From an optimization exercise on the open Yosys and OpenROAD flow, aimed at small area; shortcuts taken in it are not production practice. RTL that was checked went through simulation tests only; none was proved equivalent to the original.

==> inputs of trial 40 <==
// ibis_texture_mapper
module ibis_texture_mapper
#(parameter TILE_SIZE_POW2_MAX = 9,
  parameter WIDTH = 11)
 (input wire logic aclk,
  input wire logic aresetn,
  input wire logic enable,
  input wire logic unsigned [6:0] write_registers,
  input wire logic unsigned [WIDTH - 1:0] x,
  input wire logic unsigned [WIDTH - 1:0] y,
  input wire logic unsigned [2:0] texture_power2,
  input wire logic signed [17:0] texture_matrixA,
  input wire logic signed [17:0] texture_matrixB,
  input wire logic signed [17:0] texture_matrixC,
  input wire logic signed [17:0] texture_matrixD,
  input wire logic signed [17:0] texture_translateX,
  input wire logic signed [17:0] texture_translateY,
  output logic unsigned [(TILE_SIZE_POW2_MAX * 2) - 1:0] map_address,
  output logic stencil_test,
  output logic stencil_step,
  output logic ready);
  logic [4:0] r_js;
  always_ff @(posedge aclk) begin
    if(!aresetn) r_js <= 5'b00000;
    else if(enable) r_js <= {r_js[3:0], ~r_js[4]};
  end
  wire ph0 = ~r_js[4] & ~r_js[0];
  wire ph1 =  r_js[0] & ~r_js[1];
  wire ph2 =  r_js[1] & ~r_js[2];
  wire ph3 =  r_js[2] & ~r_js[3];
  wire ph4 =  r_js[3] & ~r_js[4];
  wire ph5 =  r_js[4] &  r_js[0];
  wire ph6 = ~r_js[0] &  r_js[1];
  wire ph7 = ~r_js[1] &  r_js[2];
  wire ph8 = ~r_js[2] &  r_js[3];
  wire ph9 = ~r_js[3] &  r_js[4];
  logic [2:0] r_tp;  
  logic signed [17:0] r_A, r_B, r_C, r_D, r_Tx, r_Ty;
  wire wr = enable & ph0;
  always_ff @(posedge aclk) begin
    if(!aresetn) begin
      r_A <= 18'sh00100; r_B <= 18'sh0; r_C <= 18'sh0; r_D <= 18'sh00100;
  ...
==> module ibis_texture_mapper, before the edit <==
module ibis_texture_mapper
#(parameter TILE_SIZE_POW2_MAX = 9,
  parameter WIDTH = 11)
 (input wire logic aclk,
  input wire logic aresetn,
  input wire logic enable,
  input wire logic unsigned [6:0] write_registers,
  input wire logic unsigned [WIDTH - 1:0] x,
  input wire logic unsigned [WIDTH - 1:0] y,
  input wire logic unsigned [2:0] texture_power2,
  input wire logic signed [17:0] texture_matrixA,
  input wire logic signed [17:0] texture_matrixB,
  input wire logic signed [17:0] texture_matrixC,
  input wire logic signed [17:0] texture_matrixD,
  input wire logic signed [17:0] texture_translateX,
  input wire logic signed [17:0] texture_translateY,
  output logic unsigned [(TILE_SIZE_POW2_MAX * 2) - 1:0] map_address,
  output logic stencil_test,
  output logic stencil_step,
  output logic ready);
  logic [4:0] r_js;
  always_ff @(posedge aclk) begin
    if(!aresetn) r_js <= 5'b00000;
    else if(enable) r_js <= {r_js[3:0], ~r_js[4]};
  end
  wire ph0 = ~r_js[4] & ~r_js[0];
  wire ph1 =  r_js[0] & ~r_js[1];
  wire ph2 =  r_js[1] & ~r_js[2];
  wire ph3 =  r_js[2] & ~r_js[3];
  wire ph4 =  r_js[3] & ~r_js[4];
  wire ph5 =  r_js[4] &  r_js[0];
  wire ph6 = ~r_js[0] &  r_js[1];
  wire ph7 = ~r_js[1] &  r_js[2];
  wire ph8 = ~r_js[2] &  r_js[3];
  wire ph9 = ~r_js[3] &  r_js[4];
  logic [2:0] r_tp;  
  logic signed [17:0] r_A, r_B, r_C, r_D, r_Tx, r_Ty;
  wire wr = enable & ph0;
  always_ff @(posedge aclk) begin
    if(!aresetn) begin
      r_A <= 18'sh00100; r_B <= 18'sh0; r_C <= 18'sh0; r_D <= 18'sh00100;
      r_Tx <= 18'sh0; r_Ty <= 18'sh0; r_tp <= 3'd4;
    end else begin
      if(wr & write_registers[0]) r_A <= texture_matrixA;
      if(wr & write_registers[1]) r_B <= texture_matrixB;
      if(wr & write_registers[2]) r_C <= texture_matrixC;
      if(wr & write_registers[3]) r_D <= texture_matrixD;
      if(wr & write_registers[4]) r_Tx <= texture_translateX;
      if(wr & write_registers[5]) r_Ty <= texture_translateY;
      if(wr & write_registers[6]) r_tp <= texture_power2;
    end
  end
  logic [9:0] r_xh, r_yh;
  always_ff @(posedge aclk) begin
    if(enable & ph1) r_xh <= {1'b0, x[8:0]} - r_Tx[17:8] - {9'b0, |r_Tx[7:0]};
    if(enable & ph3) r_yh <= {1'b0, y[8:0]} - r_Ty[17:8] - {9'b0, |r_Ty[7:0]};
  end
  wire useY = ph2 | ph4 | ph6 | ph8;
  wire hi   = ph3 | ph4 | ph7 | ph8;
  wire start = ph1 | ph5;
  wire [7:0] lo = -(useY ? r_Ty[7:0] : r_Tx[7:0]);
  wire [9:0] hv = useY ? r_yh : r_xh;
  wire [9:0] dig = hi ? hv : {2'b00, lo};
  logic signed [17:0] msel;
  always_comb begin
    if(ph1 | ph3) msel = r_A;
    else if(ph2 | ph4) msel = r_B;
    else if(ph5 | ph7) msel = r_C;
    else msel = r_D;
  end
  logic signed [27:0] r_S;
  logic signed [27:0] acc_in;
  always_comb begin
    if(start) acc_in = 28'sd1 << (17 + r_tp);
    else if(ph3 | ph7) acc_in = r_S >>> 8;
    else acc_in = r_S;
  end
  wire [27:0] sum;
  ibis_tm_mac u_mac(.m(msel), .d(dig), .acc(acc_in), .sum(sum));
  always_ff @(posedge aclk) begin
    if(enable & ~ph9 & ~ph0) r_S <= sum;
  end
  function automatic logic zero_hi(input logic [27:0] h, input logic [2:0] tp);
    logic [7:0] m;
    m = 8'hff << tp;  
    zero_hi = ~|h[27:18] & ~|(h[17:10] & m);
  endfunction
  logic [8:0] r_uk;  
  logic r_zu;        
  always_ff @(posedge aclk) begin
    if(enable & ph4) begin
      r_uk <= sum[16:8];
      r_zu <= zero_hi(sum, r_tp);
    end
  end
  logic r_sx, r_sy, r_tx, r_ty;
  always_ff @(posedge aclk) begin
    if(!aresetn) begin
      r_sx <= 1'b0;
      r_sy <= 1'b0;
    end else begin
      if(enable & ph6) r_sx <= r_zu;
      if(enable & ph8) r_sy <= zero_hi(sum, r_tp);
    end
  end
  always_ff @(posedge aclk) begin
    if(enable & ph8) begin
      r_tx <= ~r_uk[r_tp];
      r_ty <= ~sum[8 + r_tp];
    end
  end
  logic [17:0] r_addr;
  logic [17:0] addr_n;
  always_comb begin
    addr_n = 18'b0;
    for(int i = 0; i < 9; i++) begin
      if(i <= r_tp + 1) begin
        addr_n[i] = r_uk[i];
      end
    end
    for(int i = 0; i < 9; i++) begin
      if(i <= r_tp + 1) begin
        addr_n[i + r_tp + 2] = r_S[8 + i];
      end
    end
  end
  always_ff @(posedge aclk) begin
    if(enable & ph9) r_addr <= addr_n;
  end
  assign map_address = r_addr;
  assign ready = ph9;
  assign stencil_test = r_sx & r_sy;
  assign stencil_step = r_tx & r_ty;
endmodule
export LEC_CHECK = 0
export CAP_MARGIN = 20
export CORE_MARGIN = 2
export CORE_UTILIZATION = 40
export SLEW_MARGIN = 20
create_clock -name core_clock -period 10.0 [get_ports {aclk}]
standard.sh (not shown) runs the stock make flow with config.mk's settings and CLKGATE_MAP_FILE= SYNTH_SCRIPT=/design/flow/synth_recipe.tcl, a recipe that flattens the netlist after the stock synthesis.
==> flow/flow/run.sh <==
#!/bin/bash
set -euo pipefail
export BUFFER_PORTS_ARGS="-buffer_cell sky130_fd_sc_hd__buf_1"
bash standard.sh > standard.log 2>&1
==> trial 79 (differences from trial 40) <==
==> flow/flow/run.sh (replaced) <==
#!/bin/bash
set -euo pipefail
export BUFFER_PORTS_ARGS="-buffer_cell sky130_fd_sc_hd__buf_1"
export RECOVER_POWER=100
bash standard.sh > standard.log 2>&1
==> trial 24 (differences from trial 40) <==
--- a/flow/design.v
+++ b/flow/design.v
@@ -38,37 +38,51 @@
   logic [2:0] r_tp;  
   logic signed [17:0] r_A, r_B, r_C, r_D, r_Tx, r_Ty;
+  logic [3:0] r_w;
   wire wr = enable & ph0;
   always_ff @(posedge aclk) begin
     if(!aresetn) begin
-      r_A <= 18'sh00100; r_B <= 18'sh0; r_C <= 18'sh0; r_D <= 18'sh00100;
       r_Tx <= 18'sh0; r_Ty <= 18'sh0; r_tp <= 3'd4;
+      r_w <= 4'b0;
     end else begin
-      if(wr & write_registers[0]) r_A <= texture_matrixA;
-      if(wr & write_registers[1]) r_B <= texture_matrixB;
-      if(wr & write_registers[2]) r_C <= texture_matrixC;
-      if(wr & write_registers[3]) r_D <= texture_matrixD;
       if(wr & write_registers[4]) r_Tx <= texture_translateX;
       if(wr & write_registers[5]) r_Ty <= texture_translateY;
       if(wr & write_registers[6]) r_tp <= texture_power2;
+      if(wr) r_w <= r_w | write_registers[3:0];
     end
   end
+  always_ff @(posedge aclk) begin
+    if(wr & write_registers[0]) r_A <= texture_matrixA;
+    if(wr & write_registers[1]) r_B <= texture_matrixB;
+    if(wr & write_registers[2]) r_C <= texture_matrixC;
+    if(wr & write_registers[3]) r_D <= texture_matrixD;
+  end
   logic [9:0] r_xh, r_yh;
+  wire [9:0] xh_n, yh_n;
+  ibis_tm_rca #(10) u_xh(.a({1'b0, x[8:0]}), .b(~r_Tx[17:8]), .ci(~|r_Tx[7:0]), .s(xh_n));
+  ibis_tm_rca #(10) u_yh(.a({1'b0, y[8:0]}), .b(~r_Ty[17:8]), .ci(~|r_Ty[7:0]), .s(yh_n));
   always_ff @(posedge aclk) begin
-    if(enable & ph1) r_xh <= {1'b0, x[8:0]} - r_Tx[17:8] - {9'b0, |r_Tx[7:0]};
-    if(enable & ph3) r_yh <= {1'b0, y[8:0]} - r_Ty[17:8] - {9'b0, |r_Ty[7:0]};
+    if(enable & ph1) r_xh <= xh_n;
+    if(enable & ph3) r_yh <= yh_n;
   end
   wire useY = ph2 | ph4 | ph6 | ph8;
   wire hi   = ph3 | ph4 | ph7 | ph8;
   wire start = ph1 | ph5;
-  wire [7:0] lo = -(useY ? r_Ty[7:0] : r_Tx[7:0]);
+  wire [7:0] tlo = useY ? r_Ty[7:0] : r_Tx[7:0];
+  wire [8:0] lo_c;
+  wire [7:0] lo;  
+  assign lo_c[0] = 1'b1;
+  for(genvar i = 0; i < 8; i++) begin: g_neg
+    assign lo[i] = ~tlo[i] ^ lo_c[i];
+    assign lo_c[i + 1] = ~tlo[i] & lo_c[i];
+  end
   wire [9:0] hv = useY ? r_yh : r_xh;
   wire [9:0] dig = hi ? hv : {2'b00, lo};
-  logic signed [17:0] msel;
-  always_comb begin
-    if(ph1 | ph3) msel = r_A;
-    else if(ph2 | ph4) msel = r_B;
-    else if(ph5 | ph7) msel = r_C;
-    else msel = r_D;
-  end
+  wire selA = ph1 | ph3;
+  wire selB = ph2 | ph4;
+  wire selC = ph5 | ph7;
+  wire selD = ph6 | ph8;
+  wire [17:0] msel = ({18{selA & r_w[0]}} & r_A) | ({18{selB & r_w[1]}} & r_B)
+                   | ({18{selC & r_w[2]}} & r_C) | ({18{selD & r_w[3]}} & r_D)
+                   | {9'b0, (selA & ~r_w[0]) | (selD & ~r_w[3]), 8'b0};
   logic signed [27:0] r_S;
   logic signed [27:0] acc_in;
@@ -113,18 +127,11 @@
   end
   logic [17:0] r_addr;
-  logic [17:0] addr_n;
-  always_comb begin
-    addr_n = 18'b0;
-    for(int i = 0; i < 9; i++) begin
-      if(i <= r_tp + 1) begin
-        addr_n[i] = r_uk[i];
-      end
-    end
-    for(int i = 0; i < 9; i++) begin
-      if(i <= r_tp + 1) begin
-        addr_n[i + r_tp + 2] = r_S[8 + i];
-      end
-    end
-  end
+  wire [17:0] addr_n;
+  wire [8:0] amask = ~(9'h1fc << r_tp);
+  wire [17:0] av = {9'b0, r_S[16:8] & amask} << 2;
+  wire [17:0] av1 = r_tp[0] ? {av[16:0], 1'b0} : av;
+  wire [17:0] av2 = r_tp[1] ? {av1[15:0], 2'b0} : av1;
+  wire [17:0] av3 = r_tp[2] ? {av2[13:0], 4'b0} : av2;
+  assign addr_n = av3 | {9'b0, r_uk & amask};
   always_ff @(posedge aclk) begin
     if(enable & ph9) r_addr <= addr_n;
@@ -468,2 +475,14 @@
   assign sum = (t329 + t330);
 endmodule
+module ibis_tm_rca #(parameter N = 10)
+ (input wire logic [N - 1:0] a,
+  input wire logic [N - 1:0] b,
+  input wire logic ci,
+  output logic [N - 1:0] s);
+  wire [N:0] c;
+  assign c[0] = ci;
+  for(genvar i = 0; i < N; i++) begin: g_bit
+    assign s[i] = a[i] ^ b[i] ^ c[i];
+    assign c[i + 1] = (a[i] & b[i]) | (a[i] & c[i]) | (b[i] & c[i]);
+  end
+endmodule
==> build 85 (differences from trial 40) <==
==> flow/run.sh (new file) <==
#!/bin/bash
# synth_recipe.tcl (not shown) runs the flow's synth.tcl, then flattens the netlist and writes it again
# the make line also repeats each setting of config.mk as NAME=value (left out here)
make -C /OpenROAD-flow-scripts/flow DESIGN_CONFIG=/design/flow/config.mk WORK_HOME=/design/flow/orfs CLKGATE_MAP_FILE= SYNTH_SCRIPT=/design/flow/synth_recipe.tcl finish
removed: flow/flow/run.sh
removed: flow/standard.sh
==> reports/qor.csv <==
metric;value;unit
tightest_slew;1.18;ns
firstDrtPassIters;5;
core;45300;sq um
synth-xor-area-share;2.01;%
buf_share;9.10;%
status;finished clean;
r2r-start;r_js[2];
worstReg2RegEnd;r_sy;
instances_no_fill;2913;
multi_input_area;12400;sq um
max_freq;0.111;GHz
[end of results for build 85]
==> reports/qor.csv <==
metric;value;unit
status;finished clean;
wl;57.7;mm
r2r-start;r_js[2];
multi_input_area;12400;sq um
max_freq;0.111;GHz
firstDrtPassIters;6;
worstReg2RegEnd;r_sy;
tightest_slew;1.16;ns
buf_share;4.40;%
core;45300;sq um
instances_no_fill;2905;
[end of results for trial 40]
==> reports/qor.csv <==
metric;value;unit
layout_common_cells;nand2_1, inv_1, fa_1, buf_1, edfxtp_1;
largest_register_ffs;28;
r2r-start;r_js[2];
multi_input_area;8820;sq um
tightest_slew;1.01;ns
vias;11400;
period_minus_slack;9.03;ns
crit_end;r_zu;
place_inst;2146;
max_freq;0.111;GHz
synth-xor-area-share;1.26;%
firstDrtPassIters;7;
ios;164;
ys_seq_area_share;35.9;%
core;37700;sq um
hold_end;r_w[2];
initial_core_util;40.7;%
status;finished clean;
grt_use_met3;3.41;%
[end of results for trial 24]
==> reports/qor.csv <==
metric;value;unit
worstReg2RegEnd;r_sy;
synth-xor-area-share;2.01;%
violations;max-capacitance violations, max-slew violations;
maxCapViolations;2;
max_freq;0.109;GHz
slew_violations;149;
core;45300;sq um
status;failed layout checks;
firstDrtPassIters;6;
r2r-start;r_js[1];
buf_share;4.24;%
instances_no_fill;2905;
tightest_slew;4.14;ns
[end of results for trial 79]
Function not checked in trial 24: the RTL went through the layout flow alone.

## re-timing with driven ports
The results above use ideal ports. As a check the final layouts listed here were re-extracted and re-timed, cells and wires unchanged. Step 1 assumes that a clkbuf_16 drives the clock port and a buf_2 every other input. Step 2 adds t to the input delays and takes it off the output delays; t is the mean of the earliest and latest rising clock arrival at the registers after step 1. Input paths then give back, and output paths get back, about the clock's delay inside the block. Slacks: no drivers / after step 1 / after step 2; pairs: no drivers / after step 1.
| run | shift t [ns] | slack for setup (ns) | hold slack, ns | worst setup path after step 2 |
|---|---|---|---|---|
| trial 40 | 0.539 | 1.010 / 1.010 / 1.010 | 0.468 / 0.468 / 0.468 | register to register |
| trial 79 | 0.540 | 0.815 / 0.815 / 0.815 | 0.469 / 0.469 / 0.469 | register to register |
| trial 24 | 0.517 | 0.966 / 0.966 / 0.966 | 0.460 / 0.460 / 0.460 | register to register |
| build 85 | 0.552 | 1.006 / 1.006 / 1.006 | 0.466 / 0.466 / 0.466 | register to register |
